This design comes from an exercise in tuning for small area and a short achievable clock period on the open sky130 flow, not from production work.
RTL that was checked went through simulation tests only; none was proved equivalent to the original.

Setup of old:
==> module Butterfly_Unit, before the edit <==
module Butterfly_Unit (
    input clk,
    input reset,
    input [1:0] operation,   
    input valid_in,
    input [11:0] a_in,
    input [11:0] b_in,
    input [11:0] zeta,
    output reg [11:0] a_out,
    output reg [11:0] b_out,
    output reg valid_out
);
    localparam [12:0] Q = 13'd3329;
    wire        intt0 = operation[0];
    wire        zero0 = operation[1];
    wire [12:0] d0    = {1'b0, a_in} - {1'b0, b_in};
    wire [12:0] ds0, dc0;
    CSA #(13) csa_d (.a({1'b0, a_in}), .b({1'b1, ~b_in}), .c(13'd3330), .s(ds0), .y(dc0));
    wire [12:0] dq0   = ds0 + dc0;                                   
    wire [11:0] m0    = !intt0 ? b_in : (d0[12] ? dq0[11:0] : d0[11:0]);
    wire [12:0] s0    = {1'b0, a_in & {12{~zero0}}} + {1'b0, b_in & {12{intt0 & ~zero0}}};
    reg [11:0] m1, z1;
    reg [12:0] s1;
    reg        op1;
    reg        v1;
    always @(posedge clk) begin
        m1  <= m0;
        s1  <= s0;
        z1  <= zeta & {12{~zero0}};
        op1 <= intt0;
    end
    wire [23:0] px1, py1;
    Mul12_CS mul (.a(z1), .b(m1), .x(px1), .y(py1));
    reg [23:0] px2, py2;
    reg [12:0] s2;
    reg        op2;
    reg        v2;
    always @(posedge clk) begin
        px2 <= px1;
        py2 <= py1;
        s2  <= s1;
        op2 <= op1;
    end
    wire [11:0] h2 = px2[23:12] + py2[23:12];
    wire [12:0] t0;
    wire [11:0] t1;
    wire [14:0] t2;
    Tab_P12 tab0 (.h(h2[3:0]),  .t(t0));
    Tab_P16 tab1 (.h(h2[7:4]),  .t(t1));
    Tab_P20 tab2 (.h(h2[11:8]), .t(t2));
    wire [14:0] sa, ca, sb, cb, sc, cc;
    CSA #(15) csa_a (.a({3'b000, px2[11:0]}), .b({3'b000, py2[11:0]}), .c({2'b00, t0}), .s(sa), .y(ca));
    CSA #(15) csa_b (.a(sa), .b(ca), .c({3'b000, t1}), .s(sb), .y(cb));
    CSA #(15) csa_c (.a(sb), .b(cb), .c(t2), .s(sc), .y(cc));
    reg [14:0] xs3, xc3;
    reg [12:0] s3;
    reg        op3;
    reg        v3;
    always @(posedge clk) begin
        xs3 <= sc;
        xc3 <= cc;
        s3  <= s2;
        op3 <= op2;
    end
    wire [14:0] x3  = xs3 + xc3;
    wire        ge1 = x3 >= 15'd3329;
    wire        ge2 = x3 >= 15'd6658;
    wire        ge3 = x3 >= 15'd9987;
    wire        ge4 = x3 >= 15'd13316;
    wire [11:0] x31 = x3[11:0] + 12'd767;
    wire [11:0] x32 = x3[11:0] + 12'd1534;
    wire [11:0] x33 = x3[11:0] + 12'd2301;
    wire [11:0] x34 = x3[11:0] + 12'd3068;
    wire [11:0] r3  = ge4 ? x34 : ge3 ? x33 : ge2 ? x32 : ge1 ? x31 : x3[11:0];
    reg [11:0] r4;
    reg [12:0] s4;
    reg        op4;
    reg        v4;
    always @(posedge clk) begin
        r4  <= r3;
        s4  <= s3;
        op4 <= op3;
    end
    wire [11:0] rn4 = r4 & {12{~op4}};
    wire [12:0] t4  = s4 + {1'b0, rn4};                            
    wire        tg4 = t4 >= 13'd3329;
    wire [11:0] tm4 = t4[11:0] + 12'd767;
    wire [11:0] ao4 = tg4 ? tm4 : t4[11:0];
    wire [12:0] u4  = {1'b0, s4[11:0]} - {1'b0, r4};
    wire [11:0] uq4 = u4[11:0] + 12'd3329;
    wire [11:0] bo4 = op4 ? r4 : (u4[12] ? uq4 : u4[11:0]);
    always @(posedge clk) begin
        a_out <= ao4;
        b_out <= bo4;
    end
    always @(posedge clk) begin
        if (reset) begin
            v1 <= 1'b0; v2 <= 1'b0; v3 <= 1'b0; v4 <= 1'b0; valid_out <= 1'b0;
        end else begin
            v1 <= valid_in; v2 <= v1; v3 <= v2; v4 <= v3; valid_out <= v4;
        end
    end
endmodule
clock: 6.5 ns
lec_check: 0
cap_margin: 20
cell_pad_in_sites_detail_placement: 0
cell_pad_in_sites_global_placement: 0
core_margin: 2
core_utilization: 55
setup_slack_margin: 2.7
slew_margin: 20
run.sh (not shown) runs the stock make flow with config.mk's settings and CLKGATE_MAP_FILE= SYNTH_SCRIPT=/design/flow/synth_recipe.tcl, a recipe that flattens the netlist after the stock synthesis.
Relative to old, the following input files were edited for new:
-- flow/design.v --
<<< old, line 219
    localparam [12:0] Q = 13'd3329;
    wire        intt0 = operation[0];
    wire        zero0 = operation[1];
    wire [12:0] d0    = {1'b0, a_in} - {1'b0, b_in};
    wire [12:0] ds0, dc0;
>>> new, line 219
    localparam [12:0] Q = 13'd3329;
    wire        intt0 = operation[0];
    wire [12:0] d0    = {1'b0, a_in} - {1'b0, b_in};
    wire [12:0] ds0, dc0;
<<< old, line 225
    wire [12:0] dq0   = ds0 + dc0;                                   
    wire [11:0] m0    = !intt0 ? b_in : (d0[12] ? dq0[11:0] : d0[11:0]);
    wire [12:0] s0    = {1'b0, a_in & {12{~zero0}}} + {1'b0, b_in & {12{intt0 & ~zero0}}};
    reg [11:0] m1, z1;
    reg [12:0] s1;
    reg        op1;
    reg        v1;
    always @(posedge clk) begin
        m1  <= m0;
        s1  <= s0;
        z1  <= zeta & {12{~zero0}};
        op1 <= intt0;
    end
    wire [23:0] px1, py1;
>>> new, line 224
    wire [12:0] dq0   = ds0 + dc0;                                   
    wire [11:0] m0    = !intt0 ? b_in : (d0[12] ? dq0[11:0] : d0[11:0]);
    wire [12:0] s0    = {1'b0, a_in} + {1'b0, b_in & {12{intt0}}};
    reg [11:0] m1, z1;
    reg [12:0] s1;
    reg [1:0]  op1;
    reg        v1;
    always @(posedge clk) begin
        m1  <= m0;
        s1  <= s0;
        z1  <= zeta;
        op1 <= operation;
    end
    wire [23:0] px1, py1;
<<< old, line 240
    reg [23:0] px2, py2;
    reg [12:0] s2;
    reg        op2;
    reg        v2;
    always @(posedge clk) begin
>>> new, line 239
    reg [23:0] px2, py2;
    reg [12:0] s2;
    reg [1:0]  op2;
    reg        v2;
    always @(posedge clk) begin
<<< old, line 261
    reg [14:0] xs3, xc3;
    reg [12:0] s3;
    reg        op3;
    reg        v3;
    always @(posedge clk) begin
>>> new, line 260
    reg [14:0] xs3, xc3;
    reg [12:0] s3;
    reg [1:0]  op3;
    reg        v3;
    always @(posedge clk) begin
<<< old, line 269
        op3 <= op2;
    end
    wire [14:0] x3  = xs3 + xc3;
    wire        ge1 = x3 >= 15'd3329;
    wire        ge2 = x3 >= 15'd6658;
    wire        ge3 = x3 >= 15'd9987;
    wire        ge4 = x3 >= 15'd13316;
    wire [11:0] x31 = x3[11:0] + 12'd767;
    wire [11:0] x32 = x3[11:0] + 12'd1534;
    wire [11:0] x33 = x3[11:0] + 12'd2301;
    wire [11:0] x34 = x3[11:0] + 12'd3068;
    wire [11:0] r3  = ge4 ? x34 : ge3 ? x33 : ge2 ? x32 : ge1 ? x31 : x3[11:0];
    reg [11:0] r4;
    reg [12:0] s4;
    reg        op4;
    reg        v4;
    always @(posedge clk) begin
>>> new, line 268
        op3 <= op2;
    end
    wire [14:0] x3 = xs3 + xc3;
    wire [14:0] ks1, kc1, ks2, kc2, ks3, kc3, ks4, kc4;
    CSA #(15) csa_k1 (.a(xs3), .b(xc3), .c(15'h72ff), .s(ks1), .y(kc1));    
    CSA #(15) csa_k2 (.a(xs3), .b(xc3), .c(15'h65fe), .s(ks2), .y(kc2));    
    CSA #(15) csa_k3 (.a(xs3), .b(xc3), .c(15'h58fd), .s(ks3), .y(kc3));    
    CSA #(15) csa_k4 (.a(xs3), .b(xc3), .c(15'h4bfc), .s(ks4), .y(kc4));    
    wire [14:0] x1 = ks1 + kc1;
    wire [14:0] x2 = ks2 + kc2;
    wire [14:0] x3q = ks3 + kc3;
    wire [14:0] x4 = ks4 + kc4;
    wire [11:0] r3 = !x4[14]  ? x4[11:0]  :
                     !x3q[14] ? x3q[11:0] :
                     !x2[14]  ? x2[11:0]  :
                     !x1[14]  ? x1[11:0]  : x3[11:0];
    reg [11:0] r4;
    reg [12:0] s4;
    reg [1:0]  op4;
    reg        v4;
    always @(posedge clk) begin
<<< old, line 288
        op4 <= op3;
    end
    wire [11:0] rn4 = r4 & {12{~op4}};
    wire [12:0] t4  = s4 + {1'b0, rn4};                            
    wire        tg4 = t4 >= 13'd3329;
    wire [11:0] tm4 = t4[11:0] + 12'd767;
    wire [11:0] ao4 = tg4 ? tm4 : t4[11:0];
    wire [12:0] u4  = {1'b0, s4[11:0]} - {1'b0, r4};
    wire [11:0] uq4 = u4[11:0] + 12'd3329;
    wire [11:0] bo4 = op4 ? r4 : (u4[12] ? uq4 : u4[11:0]);
    always @(posedge clk) begin
        a_out <= ao4;
        b_out <= bo4;
    end
    always @(posedge clk) begin
>>> new, line 291
        op4 <= op3;
    end
    wire [11:0] rn4 = r4 & {12{~op4[0]}};
    wire [12:0] t4  = s4 + {1'b0, rn4};                            
    wire [13:0] ts4, tc4;
    CSA #(14) csa_t (.a({1'b0, s4}), .b({2'b00, rn4}), .c(14'h32ff), .s(ts4), .y(tc4));
    wire [13:0] tm4 = ts4 + tc4;                                   
    wire [11:0] ao4 = tm4[13] ? t4[11:0] : tm4[11:0];
    wire [12:0] u4  = {1'b0, s4[11:0]} - {1'b0, r4};
    wire [12:0] us4, uc4;
    CSA #(13) csa_u (.a({1'b0, s4[11:0]}), .b({1'b1, ~r4}), .c(13'd3330), .s(us4), .y(uc4));
    wire [12:0] uq4 = us4 + uc4;                                   
    wire [11:0] bo4 = op4[0] ? r4 : (u4[12] ? uq4[11:0] : u4[11:0]);
    always @(posedge clk) begin
        a_out <= op4[1] ? 12'd0 : ao4;
        b_out <= op4[1] ? 12'd0 : bo4;
    end
    always @(posedge clk) begin
==> comparison <==
old -> new: post-cts hold buffer count delta 0, exact match
On new: distinct cell type count after synthesis is 10% lower than what old gave.
new against old: worst path setup slack after routing climbed 0.12 ns, total nets after synthesis shows an increase of 363, arrival time of the worst setup path fell by 0.08 ns, sequential share of layout area went down by 1.3 points, worst hold slack increased by 0.0062 ns relative to the old numbers.
Delta (new minus old): post-synthesis share of cell area spent on xor and xnor gates roughly the same, placeable core region higher, mux cell area share after synthesis lower.

========
RTL: one of the versions met above, not the one the previous note started from.
For scale: ~1800 cells after synthesis, roughly 66 I/O pins, roughly 0.017 mm2 of cells after synthesis.
## Butterfly_Unit
module Butterfly_Unit (
    input clk,
    input reset,
    input [1:0] operation,   
    input valid_in,
    input [11:0] a_in,
    input [11:0] b_in,
    input [11:0] zeta,
    output reg [11:0] a_out,
    output reg [11:0] b_out,
    output reg valid_out
);
==> module Butterfly_Unit, before the edit <==
module Butterfly_Unit (
    input clk,
    input reset,
    input [1:0] operation,   
    input valid_in,
    input [11:0] a_in,
    input [11:0] b_in,
    input [11:0] zeta,
    output reg [11:0] a_out,
    output reg [11:0] b_out,
    output reg valid_out
);
    localparam [12:0] Q = 13'd3329;
    wire        intt0 = operation[0];
    wire [12:0] d0    = {1'b0, a_in} - {1'b0, b_in};
    wire [12:0] ds0, dc0;
    CSA #(13) csa_d (.a({1'b0, a_in}), .b({1'b1, ~b_in}), .c(13'd3330), .s(ds0), .y(dc0));
    wire [12:0] dq0   = ds0 + dc0;                                   
    wire [11:0] m0    = !intt0 ? b_in : (d0[12] ? dq0[11:0] : d0[11:0]);
    wire [12:0] s0    = {1'b0, a_in} + {1'b0, b_in & {12{intt0}}};
    reg [11:0] m1, z1;
    reg [12:0] s1;
    reg [1:0]  op1;
    reg        v1;
    always @(posedge clk) begin
        m1  <= m0;
        s1  <= s0;
        z1  <= zeta;
        op1 <= operation;
    end
    wire [23:0] px1, py1;
    Mul12_CS mul (.a(z1), .b(m1), .x(px1), .y(py1));
    reg [23:0] px2, py2;
    reg [12:0] s2;
    reg [1:0]  op2;
    reg        v2;
    always @(posedge clk) begin
        px2 <= px1;
        py2 <= py1;
        s2  <= s1;
        op2 <= op1;
    end
    wire [11:0] h2 = px2[23:12] + py2[23:12];
    wire [12:0] t0;
    wire [11:0] t1;
    wire [14:0] t2;
    Tab_P12 tab0 (.h(h2[3:0]),  .t(t0));
    Tab_P16 tab1 (.h(h2[7:4]),  .t(t1));
    Tab_P20 tab2 (.h(h2[11:8]), .t(t2));
    wire [14:0] sa, ca, sb, cb, sc, cc;
    CSA #(15) csa_a (.a({3'b000, px2[11:0]}), .b({3'b000, py2[11:0]}), .c({2'b00, t0}), .s(sa), .y(ca));
    CSA #(15) csa_b (.a(sa), .b(ca), .c({3'b000, t1}), .s(sb), .y(cb));
    CSA #(15) csa_c (.a(sb), .b(cb), .c(t2), .s(sc), .y(cc));
    reg [14:0] xs3, xc3;
    reg [12:0] s3;
    reg [1:0]  op3;
    reg        v3;
    always @(posedge clk) begin
        xs3 <= sc;
        xc3 <= cc;
        s3  <= s2;
        op3 <= op2;
    end
    wire [14:0] x3 = xs3 + xc3;
    wire [14:0] ks1, kc1, ks2, kc2, ks3, kc3, ks4, kc4;
    CSA #(15) csa_k1 (.a(xs3), .b(xc3), .c(15'h72ff), .s(ks1), .y(kc1));    
    CSA #(15) csa_k2 (.a(xs3), .b(xc3), .c(15'h65fe), .s(ks2), .y(kc2));    
    CSA #(15) csa_k3 (.a(xs3), .b(xc3), .c(15'h58fd), .s(ks3), .y(kc3));    
    CSA #(15) csa_k4 (.a(xs3), .b(xc3), .c(15'h4bfc), .s(ks4), .y(kc4));    
    wire [14:0] x1 = ks1 + kc1;
    wire [14:0] x2 = ks2 + kc2;
    wire [14:0] x3q = ks3 + kc3;
    wire [14:0] x4 = ks4 + kc4;
    wire [11:0] r3 = !x4[14]  ? x4[11:0]  :
                     !x3q[14] ? x3q[11:0] :
                     !x2[14]  ? x2[11:0]  :
                     !x1[14]  ? x1[11:0]  : x3[11:0];
    reg [11:0] r4;
    reg [12:0] s4;
    reg [1:0]  op4;
    reg        v4;
    always @(posedge clk) begin
        r4  <= r3;
        s4  <= s3;
        op4 <= op3;
    end
    wire [11:0] rn4 = r4 & {12{~op4[0]}};
    wire [12:0] t4  = s4 + {1'b0, rn4};                            
    wire [13:0] ts4, tc4;
    CSA #(14) csa_t (.a({1'b0, s4}), .b({2'b00, rn4}), .c(14'h32ff), .s(ts4), .y(tc4));
    wire [13:0] tm4 = ts4 + tc4;                                   
    wire [11:0] ao4 = tm4[13] ? t4[11:0] : tm4[11:0];
    wire [12:0] u4  = {1'b0, s4[11:0]} - {1'b0, r4};
    wire [12:0] us4, uc4;
    CSA #(13) csa_u (.a({1'b0, s4[11:0]}), .b({1'b1, ~r4}), .c(13'd3330), .s(us4), .y(uc4));
    wire [12:0] uq4 = us4 + uc4;                                   
    wire [11:0] bo4 = op4[0] ? r4 : (u4[12] ? uq4[11:0] : u4[11:0]);
    always @(posedge clk) begin
        a_out <= op4[1] ? 12'd0 : ao4;
        b_out <= op4[1] ? 12'd0 : bo4;
    end
    always @(posedge clk) begin
        if (reset) begin
            v1 <= 1'b0; v2 <= 1'b0; v3 <= 1'b0; v4 <= 1'b0; valid_out <= 1'b0;
        end else begin
            v1 <= valid_in; v2 <= v1; v3 <= v2; v4 <= v3; valid_out <= v4;
        end
    end
endmodule
clock: 6.5 ns
lec_check: 0
cap_margin: 20
cell_pad_in_sites_detail_placement: 0
cell_pad_in_sites_global_placement: 0
core_margin: 2
core_utilization: 55
setup_slack_margin: 3.0
slew_margin: 20
tns_end_percent: 0
==> next run, changes <==
--- a/flow/design.v
+++ b/flow/design.v
@@ -266,22 +266,18 @@
         xc3 <= cc;
         s3  <= s2;
         op3 <= op2;
     end
-    wire [14:0] x3 = xs3 + xc3;
-    wire [14:0] ks1, kc1, ks2, kc2, ks3, kc3, ks4, kc4;
-    CSA #(15) csa_k1 (.a(xs3), .b(xc3), .c(15'h72ff), .s(ks1), .y(kc1));    
-    CSA #(15) csa_k2 (.a(xs3), .b(xc3), .c(15'h65fe), .s(ks2), .y(kc2));    
-    CSA #(15) csa_k3 (.a(xs3), .b(xc3), .c(15'h58fd), .s(ks3), .y(kc3));    
-    CSA #(15) csa_k4 (.a(xs3), .b(xc3), .c(15'h4bfc), .s(ks4), .y(kc4));    
-    wire [14:0] x1 = ks1 + kc1;
-    wire [14:0] x2 = ks2 + kc2;
-    wire [14:0] x3q = ks3 + kc3;
-    wire [14:0] x4 = ks4 + kc4;
-    wire [11:0] r3 = !x4[14]  ? x4[11:0]  :
-                     !x3q[14] ? x3q[11:0] :
-                     !x2[14]  ? x2[11:0]  :
-                     !x1[14]  ? x1[11:0]  : x3[11:0];
+    wire [14:0] x3  = xs3 + xc3;
+    wire        ge1 = x3 >= 15'd3329;
+    wire        ge2 = x3 >= 15'd6658;
+    wire        ge3 = x3 >= 15'd9987;
+    wire        ge4 = x3 >= 15'd13316;
+    wire [11:0] x31 = x3[11:0] + 12'd767;
+    wire [11:0] x32 = x3[11:0] + 12'd1534;
+    wire [11:0] x33 = x3[11:0] + 12'd2301;
+    wire [11:0] x34 = x3[11:0] + 12'd3068;
+    wire [11:0] r3  = ge4 ? x34 : ge3 ? x33 : ge2 ? x32 : ge1 ? x31 : x3[11:0];
     reg [11:0] r4;
     reg [12:0] s4;
     reg [1:0]  op4;
     reg        v4;
@@ -291,17 +287,14 @@
         op4 <= op3;
     end
     wire [11:0] rn4 = r4 & {12{~op4[0]}};
     wire [12:0] t4  = s4 + {1'b0, rn4};                            
-    wire [13:0] ts4, tc4;
-    CSA #(14) csa_t (.a({1'b0, s4}), .b({2'b00, rn4}), .c(14'h32ff), .s(ts4), .y(tc4));
-    wire [13:0] tm4 = ts4 + tc4;                                   
-    wire [11:0] ao4 = tm4[13] ? t4[11:0] : tm4[11:0];
+    wire        tg4 = t4 >= 13'd3329;
+    wire [11:0] tm4 = t4[11:0] + 12'd767;
+    wire [11:0] ao4 = tg4 ? tm4 : t4[11:0];
     wire [12:0] u4  = {1'b0, s4[11:0]} - {1'b0, r4};
-    wire [12:0] us4, uc4;
-    CSA #(13) csa_u (.a({1'b0, s4[11:0]}), .b({1'b1, ~r4}), .c(13'd3330), .s(us4), .y(uc4));
-    wire [12:0] uq4 = us4 + uc4;                                   
-    wire [11:0] bo4 = op4[0] ? r4 : (u4[12] ? uq4[11:0] : u4[11:0]);
+    wire [11:0] uq4 = u4[11:0] + 12'd3329;
+    wire [11:0] bo4 = op4[0] ? r4 : (u4[12] ? uq4 : u4[11:0]);
     always @(posedge clk) begin
         a_out <= op4[1] ? 12'd0 : ao4;
         b_out <= op4[1] ? 12'd0 : bo4;
     end
Result: The changed run ran to the end with no violations; utilization came out lower by 1.4 points; sequential share of layout area came out higher by 2.8 points; final area came out lower by 12%; fmax came out lower by 7.2%; worst setup slack gets worse by 270 ps; clock-buffer cell count came out lower by 1.
No functional check of the RTL was part of the second run of this note.

[separate check: timing with driven ports]
The flow's constraints put no driver on any port. The routed layouts listed below were extracted and timed again, unchanged, in two steps. Step 1, drivers: a clkbuf_16 drives clk and a buf_2 each remaining input, both assumed. Step 2 times the ports against the registers' clock, not the clock port: input delays grow and output delays shrink by t, the midpoint of the rising clock arrivals with the driver on. Slacks: ideal ports / drivers / drivers and shift; pairs: ideal ports / drivers.
| run | t, ns | setup WS [ns] | clock arrival spread, ns | pins driven straight from the clock port |
|---|---|---|---|---|
| old | 0.480 | 2.771 / 2.771 / 2.320 | 0.015 / 0.015 | 1 |
| new | 0.502 | 2.887 / 2.887 / 2.408 | 0.014 / 0.014 | 1 |
| the first run of note 2 | 0.495 | 3.002 / 3.002 / 2.641 | 0.018 / 0.018 | 1 |
| the second run of note 2 | 0.483 | 2.729 / 2.741 / 2.265 | 0.016 / 0.015 | 1 |
After both steps every run listed still meets setup and hold. For new, which loses most, drivers alone change the setup slack by 0.000 ns; drivers and shift together by -0.479 ns.
